This design comes from an exercise in tuning for small area and a short achievable clock period on the open sky130 flow, not from production work.
The RTL was checked by simulation tests, not by an equivalence proof against the original design.
No activity file was given, so power comes from the tool's default toggle rates.

==> inputs of run a <==
Design Main, start of the top module:
module Main(
    input clk, reset,
    input [2:0] user_y,
    input [2:0] choice_y,
    input [1:0] mode_y,
    input [7:0] touch_y,
    input [1:0] baDu_y,
    output tub_sel1,
    output tub_sel2,
    output tub_sel3,
    output tub_sel4,
    output tub_sel5,
    output tub_sel6,
    output tub_sel7,
    output tub_sel8,
    output [7:0] tub_control1,
    output [7:0] tub_control2,
    output [7:0] led,
    output [3:0] length_led,
    output t,
    output speaker
    );
  function [6:0] rom_a(input [1:0] s, input [6:0] i);
    reg [3583:0] tab;
    begin
  ...
Settings: LEC_CHECK=0, ABC_AREA=1, CAP_MARGIN=20, CORE_MARGIN=2, CORE_UTILIZATION=50, SLEW_MARGIN=60, SYNTH_HIERARCHICAL=1, SYNTH_MINIMUM_KEEP_SIZE=0; clock period 45.0 ns.
standard.sh (not shown) runs the stock make flow with config.mk's settings and CLKGATE_MAP_FILE= SYNTH_SCRIPT=/design/flow/synth_recipe.tcl, a recipe that flattens the netlist after the stock synthesis.
==> flow/flow/run.sh <==
#!/bin/bash
# The standard layout (standard.sh: the ORFS flow and synthesis), with two
# changes to how the layout is made:
#  - ports are buffered with buf_2 cells instead of the delay cells that
#    buffer_ports picks by default;
#  - clock tree synthesis without dummy loads, with larger sink clusters.
# make's output goes to standard.log; each ORFS step logs under orfs/logs/.
set -o pipefail
bash standard.sh \
  "BUFFER_PORTS_ARGS=-buffer_cell sky130_fd_sc_hd__buf_2" \
  "CTS_ARGS=-sink_clustering_enable -repair_clock_nets -dont_use_dummy_load -sink_clustering_size 25 -sink_clustering_max_diameter 100" \
  finish > standard.log 2>&1
==> run b (differences from run a) <==
--- a/flow/design.v
+++ b/flow/design.v
@@ -148,15 +148,14 @@
       8'b00001000: tkey = 3'd4;
       8'b00000100: tkey = 3'd5;
       8'b00000010: tkey = 3'd6;
       8'b00000001: tkey = 3'd7;
       default: tkey = 3'd0;
     endcase
   end
-  wire t_oh_q = (touch != 8'd0) && ((touch & (touch - 8'd1)) == 8'd0);
   reg [23:0] anJian_n;
   integer q;
   always @(*) begin
     anJian_n = anJian;
     if (mode == 2'b11)
       for (q = 0; q < 8; q = q + 1)
         if (user == q) anJian_n[q*3 +: 3] = tkey;
@@ -217,17 +216,18 @@
   reg [9:0] score, lscore;
   reg once, zflag;
   reg [4:0] ml;
   reg [1:0] lastCheck, moShi;
   wire [4:0] nl = Lc[4:0];
   wire [2:0] tpL = {1'b0, Lc[6:5]} + 3'd2;
   wire [2:0] kl = (nl == 5'd0) ? 3'd7 : keyidx(nl);
+  wire [7:0] pat_l = 8'd128 >> slot(anJian, kl);
   wire wrap_l = (sel == 2'd1) ? (il == 7'd42) : (sel == 2'd2) ? (il == 7'd106) :
                 (sel == 2'd3) ? (il == 7'd97) : 1'b0;
-  wire [1:0] check = chg_l ? 2'd0 : (t_oh_q && slot(anJian, kl) == tkey) ? 2'd1 : (touch == 8'd0) ? 2'd2 : 2'd0;
+  wire [1:0] check = chg_l ? 2'd0 : (touch == pat_l) ? 2'd1 : (touch == 8'd0) ? 2'd2 : 2'd0;
   wire [3:0] tpL4 = {1'b0, tpL};
   wire [3:0] diff = (tpL4 >= pt) ? tpL4 - pt : pt - tpL4;
   wire [1:0] sabf = (diff == 4'd1) ? 2'd3 : (diff == 4'd2) ? 2'd2 : (diff == 4'd3) ? 2'd1 : 2'd0;
   wire [1:0] SAB = chg_l ? 2'd0 : sabr;
   wire adv_l = bps_l && !(tpl < tpL) && (moShi == 2'd2) && once;
   assign il_n = chg_l ? 7'd0 : adv_l ? (wrap_l ? 7'd0 : il + 7'd1) : il;
   reg [4:0] ml_n;
@@ -295,14 +295,15 @@
   reg [9:0] rref;
   reg [2:0] rcnt;
   always @(posedge clk) begin
     if (at_u) rref <= rd;
     rcnt <= ((ph == 3'd0) ? 3'd0 : rcnt) + {2'd0, (!at_u && rd > rref)};
   end
   wire [2:0] rank = rcnt;
+  wire t_oh_q = (touch != 8'd0) && ((touch & (touch - 8'd1)) == 8'd0);
   reg [4:0] mfree;
   reg [2:0] fi;
   reg fhit;
   integer i2;
   always @(*) begin
     fhit = 1'b0; fi = 3'd0;
     for (i2 = 7; i2 >= 0; i2 = i2 - 1)
@@ -325,65 +326,50 @@
       2'b10: note = ml;
       default: note = (user == 3'd7) ? 5'd0 : 5'd8 + {2'd0, user};
     endcase
   end
   reg [4:0] last;
   reg [21:0] cnt;
   reg pwm;
-  wire cz = (cnt == 22'd0);
   always @(posedge clk or negedge reset) begin
     if (!reset) begin
-      last <= 5'd0; cnt <= 22'd2445568; pwm <= 1'b0;
+      last <= 5'd0; cnt <= 22'd0; pwm <= 1'b0;
+    end else if (last != note) begin
+      last <= note; cnt <= 22'd0; pwm <= 1'b0;
+    end else if (cnt != tone(note)) begin
+      cnt <= cnt + 22'd1;
     end else begin
-      if (last != note || cz) cnt <= tone(note);
-      else cnt <= cnt - 22'd1;
-      if (last != note) begin
-        last <= note; pwm <= 1'b0;
-      end else if (cz) pwm <= ~pwm;
+      pwm <= ~pwm; cnt <= 22'd0;
     end
   end
   assign speaker = pwm;
-  reg [7:0] dec [0:7];      
-  reg [7:0] keyused;        
-  integer kj;
-  always @(*) begin
-    keyused = 8'd0;
-    for (kj = 0; kj < 8; kj = kj + 1) begin
-      dec[kj] = 8'd128 >> anJian[kj*3 +: 3];
-      if (kj < 7) keyused = keyused | dec[kj];
-    end
-  end
-  function [6:0] kdec(input [4:0] n);
-    integer j;
-    begin
-      for (j = 0; j < 7; j = j + 1)
-        kdec[j] = (n == j + 1) || (n == j + 8) || (n == j + 15);
-    end
-  endfunction
-  wire [6:0] ka_n = kdec(ma_n);
-  wire [6:0] kl_n = kdec(ml_n);
-  reg [7:0] pa_n, pl_n;      
-  integer pj;
+  reg [7:0] keyused_n;
+  integer kb, ki;
   always @(*) begin
-    pa_n = 8'd0; pl_n = 8'd0;
-    for (pj = 0; pj < 7; pj = pj + 1) begin
-      if (ka_n[pj]) pa_n = pa_n | dec[pj];
-      if (kl_n[pj]) pl_n = pl_n | dec[pj];
+    for (kb = 0; kb < 8; kb = kb + 1) begin
+      keyused_n[kb] = 1'b0;
+      for (ki = 0; ki < 7; ki = ki + 1)
+        if (slot(anJian_n, ki) == 7 - kb) keyused_n[kb] = 1'b1;
     end
   end
-  wire [7:0] led_n;
-  LedNext u_led(.m(mode_n), .tc(touch_n), .bd(baDu_n), .pa(pa_n), .pl(pl_n), .ku(keyused), .o(led_n));
+  wire t_oh = (touch_n != 8'd0) && ((touch_n & (touch_n - 8'd1)) == 8'd0);
+  wire [7:0] led_free = touch_n & keyused_n & {8{t_oh && baDu_n != 2'b10}};
   wire [1:0] lb_n = Lc_n[6:5];
   reg [7:0] led_r;
   reg [3:0] len_r;
   always @(posedge clk or negedge reset) begin
     if (!reset) begin
       led_r <= 8'd0; len_r <= 4'd0;
     end else begin
-      led_r <= led_n;
+      case (mode_n)
+        2'b00: led_r <= led_free;
+        2'b01: led_r <= ledpat(anJian_n, ma_n);
+        2'b10: led_r <= ledpat(anJian_n, ml_n);
+        default: led_r <= touch_n;
+      endcase
       if (mode_n == 2'b10)
         case (lb_n)
           2'd0: len_r <= 4'b1110;
           2'd1: len_r <= 4'b1111;
           2'd2: len_r <= 4'b1000;
           default: len_r <= 4'b1100;
         endcase
@@ -430,32 +416,7 @@
       endcase
     end
   end
   assign {tub_sel1, tub_sel2, tub_sel3, tub_sel4, tub_sel5, tub_sel6, tub_sel7, tub_sel8} = seg_en;
   assign tub_control1 = seg1;
   assign tub_control2 = seg2;
 endmodule
-module LedNext(
-    input [1:0] m,
-    input [7:0] tc,
-    input [1:0] bd,
-    input [7:0] pa, pl, ku,
-    output [7:0] o
-    );
-  wire [3:0] a1 = {tc[7] | tc[6], tc[5] | tc[4], tc[3] | tc[2], tc[1] | tc[0]};
-  wire [3:0] a2 = {tc[7] & tc[6], tc[5] & tc[4], tc[3] & tc[2], tc[1] & tc[0]};
-  wire b1l = a1[0] | a1[1], b1h = a1[2] | a1[3];
-  wire b2l = a2[0] | a2[1] | (a1[0] & a1[1]);
-  wire b2h = a2[2] | a2[3] | (a1[2] & a1[3]);
-  wire one = (b1l ^ b1h) & !(b2l | b2h);
-  wire [7:0] f = tc & ku & {8{one && bd != 2'b10}};
-  reg [7:0] r;
-  always @(*) begin
-    case (m)
-      2'b00: r = f;
-      2'b01: r = pa;
-      2'b10: r = pl;
-      default: r = tc;
-    endcase
-  end
-  assign o = r;
-endmodule
==> flow/run.sh (new file) <==
#!/bin/bash
# synth_recipe.tcl (not shown) runs the flow's synth.tcl, then flattens the netlist and writes it again
# the make line also repeats each setting of config.mk as NAME=value (left out here)
make -C /OpenROAD-flow-scripts/flow DESIGN_CONFIG=/design/flow/config.mk WORK_HOME=/design/flow/orfs CLKGATE_MAP_FILE= SYNTH_SCRIPT=/design/flow/synth_recipe.tcl finish
==> flow/config.mk (replaced) <==
export PLATFORM = sky130hd
export DESIGN_NAME = Main
export DESIGN_NICKNAME = Main
export VERILOG_FILES = /design/flow/design.v
export SDC_FILE = /design/flow/constraint.sdc
export NUM_CORES = 4
export LEC_CHECK = 0
export CAP_MARGIN = 20
export CORE_MARGIN = 2
export CORE_UTILIZATION = 40
export SLEW_MARGIN = 20
removed: flow/flow/run.sh
removed: flow/standard.sh
==> run c (differences from run a) <==
--- a/flow/design.v
+++ b/flow/design.v
@@ -122,25 +122,25 @@
     end else if (bps_x) begin
       user <= user_y; choice <= choice_y; mode <= mode_y; baDu <= baDu_y; touch <= touch_y;
     end
   end
   wire [1:0] mode_n  = bps_x ? mode_y  : mode;
   wire [7:0] touch_n = bps_x ? touch_y : touch;
   wire [1:0] baDu_n  = bps_x ? baDu_y  : baDu;
-  reg [2:0] last_c, last_u;
+  reg chg_a, chg_l;
   reg [1:0] sel;      
   always @(posedge clk or negedge reset) begin
     if (!reset) begin
-      last_c <= 3'd0; last_u <= 3'd0; sel <= 2'd0;
+      chg_a <= 1'b0; chg_l <= 1'b0; sel <= 2'd0;
     end else begin
-      last_c <= choice; last_u <= user; sel <= senc(last_c);
+      chg_a <= bps_x && (choice_y != choice);
+      chg_l <= bps_x && (choice_y != choice || user_y != user);
+      if (!chg_a) sel <= senc(choice);
     end
   end
-  wire chg_a = (choice != last_c);
-  wire chg_l = chg_a || (user != last_u);
   reg [23:0] anJian;
   reg [2:0] tkey;
   always @(*) begin
     case (touch)
       8'b10000000: tkey = 3'd0;
       8'b01000000: tkey = 3'd1;
       8'b00100000: tkey = 3'd2;
@@ -149,29 +149,34 @@
       8'b00000100: tkey = 3'd5;
       8'b00000010: tkey = 3'd6;
       8'b00000001: tkey = 3'd7;
       default: tkey = 3'd0;
     endcase
   end
   wire t_oh_q = (touch != 8'd0) && ((touch & (touch - 8'd1)) == 8'd0);
+  reg [7:0] keq;
+  integer qe;
+  always @(*)
+    for (qe = 0; qe < 8; qe = qe + 1)
+      keq[qe] = (anJian[qe*3 +: 3] == tkey);
   reg [23:0] anJian_n;
   integer q;
   always @(*) begin
     anJian_n = anJian;
     if (mode == 2'b11)
       for (q = 0; q < 8; q = q + 1)
         if (user == q) anJian_n[q*3 +: 3] = tkey;
   end
   always @(posedge clk or negedge reset) begin
     if (!reset) anJian <= 24'b111_110_101_100_011_010_001_000;
     else anJian <= anJian_n;
   end
   reg [6:0] ia, il;
   wire [6:0] il_n;
-  wire [1:0] sel_n = senc(last_c);
+  wire [1:0] sel_n = chg_a ? sel : senc(choice);
   wire rsel = (ph == 3'd4);
   wire [1:0] rs = rsel ? sel : sel_n;
   wire [6:0] ri = rsel ? ia : il_n;
   wire [6:0] ro = rom_a(rs, ri);
   wire [4:0] ro_l = (rs == 2'd2 && ri >= 7'd100) ? ((ri == 7'd100) ? {4'd0, 1'b1} : 5'd0) : ro[4:0];
   reg [6:0] Ac, Lc;
   wire [6:0] Lc_n = rsel ? Lc : {ro[6:5], ro_l};
@@ -209,29 +214,42 @@
           ia <= wrap_a ? 7'd0 : ia + 7'd1;
         end
       end
     end
   end
   reg [2:0] tpl;
   reg [3:0] ptc, pt;
-  reg [1:0] sabr;
   reg [9:0] score, lscore;
   reg once, zflag;
   reg [4:0] ml;
   reg [1:0] lastCheck, moShi;
   wire [4:0] nl = Lc[4:0];
   wire [2:0] tpL = {1'b0, Lc[6:5]} + 3'd2;
   wire [2:0] kl = (nl == 5'd0) ? 3'd7 : keyidx(nl);
   wire wrap_l = (sel == 2'd1) ? (il == 7'd42) : (sel == 2'd2) ? (il == 7'd106) :
                 (sel == 2'd3) ? (il == 7'd97) : 1'b0;
-  wire [1:0] check = chg_l ? 2'd0 : (t_oh_q && slot(anJian, kl) == tkey) ? 2'd1 : (touch == 8'd0) ? 2'd2 : 2'd0;
+  reg hitl;
+  integer hj;
+  always @(*) begin
+    hitl = 1'b0;
+    for (hj = 0; hj < 8; hj = hj + 1)
+      if (kl == hj && keq[hj]) hitl = 1'b1;
+  end
+  wire [1:0] check = chg_l ? 2'd0 : (t_oh_q && hitl) ? 2'd1 : (touch == 8'd0) ? 2'd2 : 2'd0;
   wire [3:0] tpL4 = {1'b0, tpL};
-  wire [3:0] diff = (tpL4 >= pt) ? tpL4 - pt : pt - tpL4;
-  wire [1:0] sabf = (diff == 4'd1) ? 2'd3 : (diff == 4'd2) ? 2'd2 : (diff == 4'd3) ? 2'd1 : 2'd0;
-  wire [1:0] SAB = chg_l ? 2'd0 : sabr;
+  reg [1:0] sabf;
+  always @(*) begin
+    case ({tpL4, pt})
+      8'h21, 8'h32, 8'h43, 8'h54, 8'h23, 8'h34, 8'h45, 8'h56: sabf = 2'd3;
+      8'h20, 8'h31, 8'h42, 8'h53, 8'h24, 8'h35, 8'h46, 8'h57: sabf = 2'd2;
+      8'h30, 8'h41, 8'h52, 8'h25, 8'h36, 8'h47, 8'h58: sabf = 2'd1;
+      default: sabf = 2'd0;
+    endcase
+  end
+  wire [1:0] SAB = chg_l ? 2'd0 : sabf;
   wire adv_l = bps_l && !(tpl < tpL) && (moShi == 2'd2) && once;
   assign il_n = chg_l ? 7'd0 : adv_l ? (wrap_l ? 7'd0 : il + 7'd1) : il;
   reg [4:0] ml_n;
   always @(*) begin
     if (chg_l) ml_n = 5'd0;
     else if (bps_l) ml_n = nl;
     else ml_n = ml;
@@ -243,23 +261,22 @@
       if (check == 2'd1 && lastCheck == 2'd2) moShi <= 2'd1;
       else if (check == 2'd2 && lastCheck == 2'd1) moShi <= 2'd2;
       lastCheck <= check;
     end
   end
   always @(posedge clk or negedge reset) begin
     if (!reset) begin
-      il <= 7'd0; tpl <= 3'd0; ptc <= 4'd0; pt <= 4'd0; sabr <= 2'd0;
+      il <= 7'd0; tpl <= 3'd0; ptc <= 4'd0; pt <= 4'd0;
       score <= 10'd0; lscore <= 10'd0; once <= 1'b1; zflag <= 1'b0; ml <= 5'd0;
     end else begin
       ml <= ml_n;
       if (chg_l) begin
         once <= 1'b1; lscore <= 10'd0; il <= 7'd0; tpl <= 3'd0;
-        ptc <= 4'd0; pt <= 4'd0; sabr <= 2'd0; zflag <= 1'b1;
+        ptc <= 4'd0; pt <= 4'd0; zflag <= 1'b1;
       end else begin
-        sabr <= sabf;
         if (zflag && ph == 3'd0) begin
           score <= 10'd0; zflag <= 1'b0;
         end
         if (bps_l) begin
           if (moShi == 2'd1) begin
             once <= 1'b1; ptc <= 4'd0;
           end else if (ptc != 4'd15) ptc <= ptc + 4'd1;
@@ -302,15 +319,15 @@
   reg [4:0] mfree;
   reg [2:0] fi;
   reg fhit;
   integer i2;
   always @(*) begin
     fhit = 1'b0; fi = 3'd0;
     for (i2 = 7; i2 >= 0; i2 = i2 - 1)
-      if (slot(anJian, i2) == tkey) begin
+      if (keq[i2]) begin
         fhit = 1'b1; fi = i2;
       end
     if (!fhit || !t_oh_q || fi == 3'd7) mfree = 5'd0;
     else case (baDu)
       2'b00: mfree = 5'd1 + {2'd0, fi};
       2'b01: mfree = 5'd8 + {2'd0, fi};
       2'b11: mfree = 5'd15 + {2'd0, fi};
@@ -358,21 +375,24 @@
       for (j = 0; j < 7; j = j + 1)
         kdec[j] = (n == j + 1) || (n == j + 8) || (n == j + 15);
     end
   endfunction
   wire [6:0] ka_n = kdec(ma_n);
   wire [6:0] kl_n = kdec(ml_n);
   reg [7:0] pa_n, pl_n;      
+  reg [2:0] sa, sl;
   integer pj;
   always @(*) begin
-    pa_n = 8'd0; pl_n = 8'd0;
+    sa = 3'd0; sl = 3'd0;
     for (pj = 0; pj < 7; pj = pj + 1) begin
-      if (ka_n[pj]) pa_n = pa_n | dec[pj];
-      if (kl_n[pj]) pl_n = pl_n | dec[pj];
+      if (ka_n[pj]) sa = sa | anJian[pj*3 +: 3];
+      if (kl_n[pj]) sl = sl | anJian[pj*3 +: 3];
     end
+    pa_n = (ka_n != 7'd0) ? 8'd128 >> sa : 8'd0;
+    pl_n = (kl_n != 7'd0) ? 8'd128 >> sl : 8'd0;
   end
   wire [7:0] led_n;
   LedNext u_led(.m(mode_n), .tc(touch_n), .bd(baDu_n), .pa(pa_n), .pl(pl_n), .ku(keyused), .o(led_n));
   wire [1:0] lb_n = Lc_n[6:5];
   reg [7:0] led_r;
   reg [3:0] len_r;
   always @(posedge clk or negedge reset) begin
@@ -389,41 +409,42 @@
         endcase
       else len_r <= 4'd0;
     end
   end
   assign led = led_r;
   assign length_led = len_r;
   reg [2:0] scan;
+  wire [7:0] dig = digit((mode == 2'b01 || scan == 3'd6) ? choice : (scan == 3'd7) ? user : rank);
   reg [7:0] seg_en, seg1, seg2;
   always @(posedge clk or negedge reset) begin
     if (!reset) begin
       scan <= 3'd0; seg_en <= 8'd0; seg1 <= 8'd0; seg2 <= 8'd0;
     end else if (rise) begin
       scan <= scan + 3'd1;
       case (mode)
         2'b00: begin
           seg_en <= 8'b00000001; seg1 <= 8'd0; seg2 <= 8'b10001110;
         end
         2'b01: begin
-          seg_en <= 8'b01000001; seg2 <= 8'b11101110; seg1 <= digit(choice);
+          seg_en <= 8'b01000001; seg2 <= 8'b11101110; seg1 <= dig;
         end
         2'b10: begin
           case (scan)
-            3'd7: begin seg_en <= 8'b1000_0000; seg1 <= digit(user); end
-            3'd6: begin seg_en <= 8'b0100_0000; seg1 <= digit(choice); end
+            3'd7: begin seg_en <= 8'b1000_0000; seg1 <= dig; end
+            3'd6: begin seg_en <= 8'b0100_0000; seg1 <= dig; end
             3'd5: begin
               seg_en <= 8'b0010_0000;
               case (SAB)
                 2'b01: seg1 <= 8'b1111_1110;
                 2'b10: seg1 <= 8'b1110_1110;
                 2'b11: seg1 <= 8'b1011_0110;
                 default: seg1 <= 8'b1001_1100;
               endcase
             end
-            3'd4: begin seg_en <= 8'b0001_0000; seg1 <= digit(rank); end
+            3'd4: begin seg_en <= 8'b0001_0000; seg1 <= dig; end
             3'd0: begin seg_en <= 8'b0000_0001; seg2 <= 8'b0001_1100; end
             default: seg_en <= 8'b0000_0000;
           endcase
         end
         default: begin
           seg_en <= 8'b00000001; seg1 <= 8'b10011100; seg2 <= 8'b10011100;
         end
==> flow/flow/run.sh (replaced) <==
#!/bin/bash
# The standard layout (standard.sh: the ORFS flow), with these changes to
# how the layout is made:
#  - synthesis is the standard synthesis script with a stronger ABC
#    script for the combinational logic (flow/synth.tcl, flow/abc_deep.script);
#    registers are mapped exactly as in the standard synthesis;
#  - ports are buffered with buf_2 cells instead of the delay cells that
#    buffer_ports picks by default;
#  - clock tree synthesis without dummy loads, with larger sink clusters.
# make's output goes to synth.log and standard.log; each ORFS step also logs
# under orfs/logs/.
set -o pipefail
export MY_ABC_SCRIPT=$PWD/flow/abc_deep.script
bash standard.sh SYNTH_SCRIPT=$PWD/flow/synth.tcl synth > synth.log 2>&1 || exit 1
bash standard.sh \
  "BUFFER_PORTS_ARGS=-buffer_cell sky130_fd_sc_hd__buf_2" \
  "CTS_ARGS=-sink_clustering_enable -repair_clock_nets -dont_use_dummy_load -sink_clustering_size 25 -sink_clustering_max_diameter 100" \
  finish > standard.log 2>&1
==> flow/flow/abc_deep.script (new file) <==
strash
&get -n
&deepsyn -T 300
&put
dch -f
map -a
topo
stime -c
buffer -c
upsize -c
dnsize -c
==> flow/flow/synth.tcl (new file) <==
# synth_recipe.tcl (the standard synthesis), with one change: the abc call
# maps the top module's combinational logic with the ABC script named by
# MY_ABC_SCRIPT; the other modules keep ORFS's script.
proc synth {args} { yosys synth -nofsm -noshare {*}$args }
proc abc {args} {
  set i [lsearch -exact $args -script]
  if {$i >= 0 && [info exists ::env(MY_ABC_SCRIPT)]} {
    set deep $args
    lset deep [expr {$i+1}] $::env(MY_ABC_SCRIPT)
    yosys abc {*}$deep $::env(DESIGN_NAME)
    yosys abc {*}$args LedNext
  } else {
    yosys abc {*}$args
  }
}
source $::env(SCRIPTS_DIR)/synth.tcl
# left out here: clear keep_hierarchy, flatten, clean up, hide names made inside functions, write 1_2_yosys.v
==> comparison table <==
| quantity | run b | run a | run c |
|---|---|---|---|
| Via count of the first global-routing pass | 19200 | 19500 | 16400 |
| Largest contributor to cell area by class | multi-input gates | multi-input gates | registers |
| Post-layout min period | 10.69 ns | 10.14 ns | 10.10 ns |
| Fraction of area in multi-input gates | 45.5% | 43.6% | 39.6% |
| Proportion of final cell area spent on non-clock buffers | 2.93% | 2.04% | 2.07% |
| Final worst-path setup slack | 34.31 ns | 34.86 ns | 34.90 ns |
| Power drawn by the clock network | 430 uW | 237 uW | 226 uW |
| Post-Place Setup Slack | 33.69 ns | 34.37 ns | 34.70 ns |
| Required time at the worst-slack endpoint | 45.51 ns | 36.00 ns | 36.00 ns |
| Fraction of met3 tracks used by global routing | 3.08% | 3.69% | 3.40% |
| Non-CTS buffers | 89 | 75 | 73 |
| Initial cell density of the core | 40.4% | 50.6% | 50.6% |
| Share of cells above drive strength 1 | 8.60% | 7.83% | 8.67% |
| Wire length of the first global-routing pass | 105000 um | 109000 um | 90900 um |
| DR top layer | met4 | met5 | met4 |
| Synthesized-area fraction occupied by and/or/nand/nor cells | 17.1% | 25.0% | 18.1% |
| Pwr per Cell Area | 31.7 mW/mm2 | 26.6 mW/mm2 | 28.7 mW/mm2 |
| Fmax | 0.0935 GHz | 0.0986 GHz | 0.0990 GHz |
| Antenna violations before repair | 0 | 1 | 0 |
| Drt total wl | 65400 um | 68700 um | 57900 um |
| Maximum number of pins on one net before global-route repair | 117 | 60 | 54 |
| Result of the run | finished clean | finished clean | finished clean |
| Critical path capture point type | flip-flop | primary output | primary output |
| Core ar. | 0.0601 mm2 | 0.0466 mm2 | 0.0419 mm2 |

[what the ideal ports hide]
No port has a modelled driver above. Below, the same layouts with a new extraction and two added sets of constraints.
Step 1 sets driving cells, clkbuf_16 on the clock port and buf_2 on the other inputs (assumed; they add their load-dependent delay and slew).
Step 2 moves the port delays by t, midway between the first and last clock arrival at a register: inputs arrive t later, outputs are due t later. That takes back most of the time a late clock gives input paths.
Three values: ideal, step 1, step 2; two values: the first two.
run | shift t [ns] | setup slack, ns | latest minus earliest clock arrival (ns) | pins driven straight from the clock port
run a | 0.629 | 34.861 / 34.800 / 34.351 | 0.063 / 0.064 | 1
run b | 0.659 | 34.306 / 34.339 / 33.680 | 0.044 / 0.044 | 1
run c | 0.605 | 34.898 / 34.842 / 34.695 | 0.062 / 0.062 | 1
After both steps every run listed still meets setup and hold. The setup slack of run b, which loses most, moves by +0.033 ns with the drivers and by -0.626 ns with both steps.
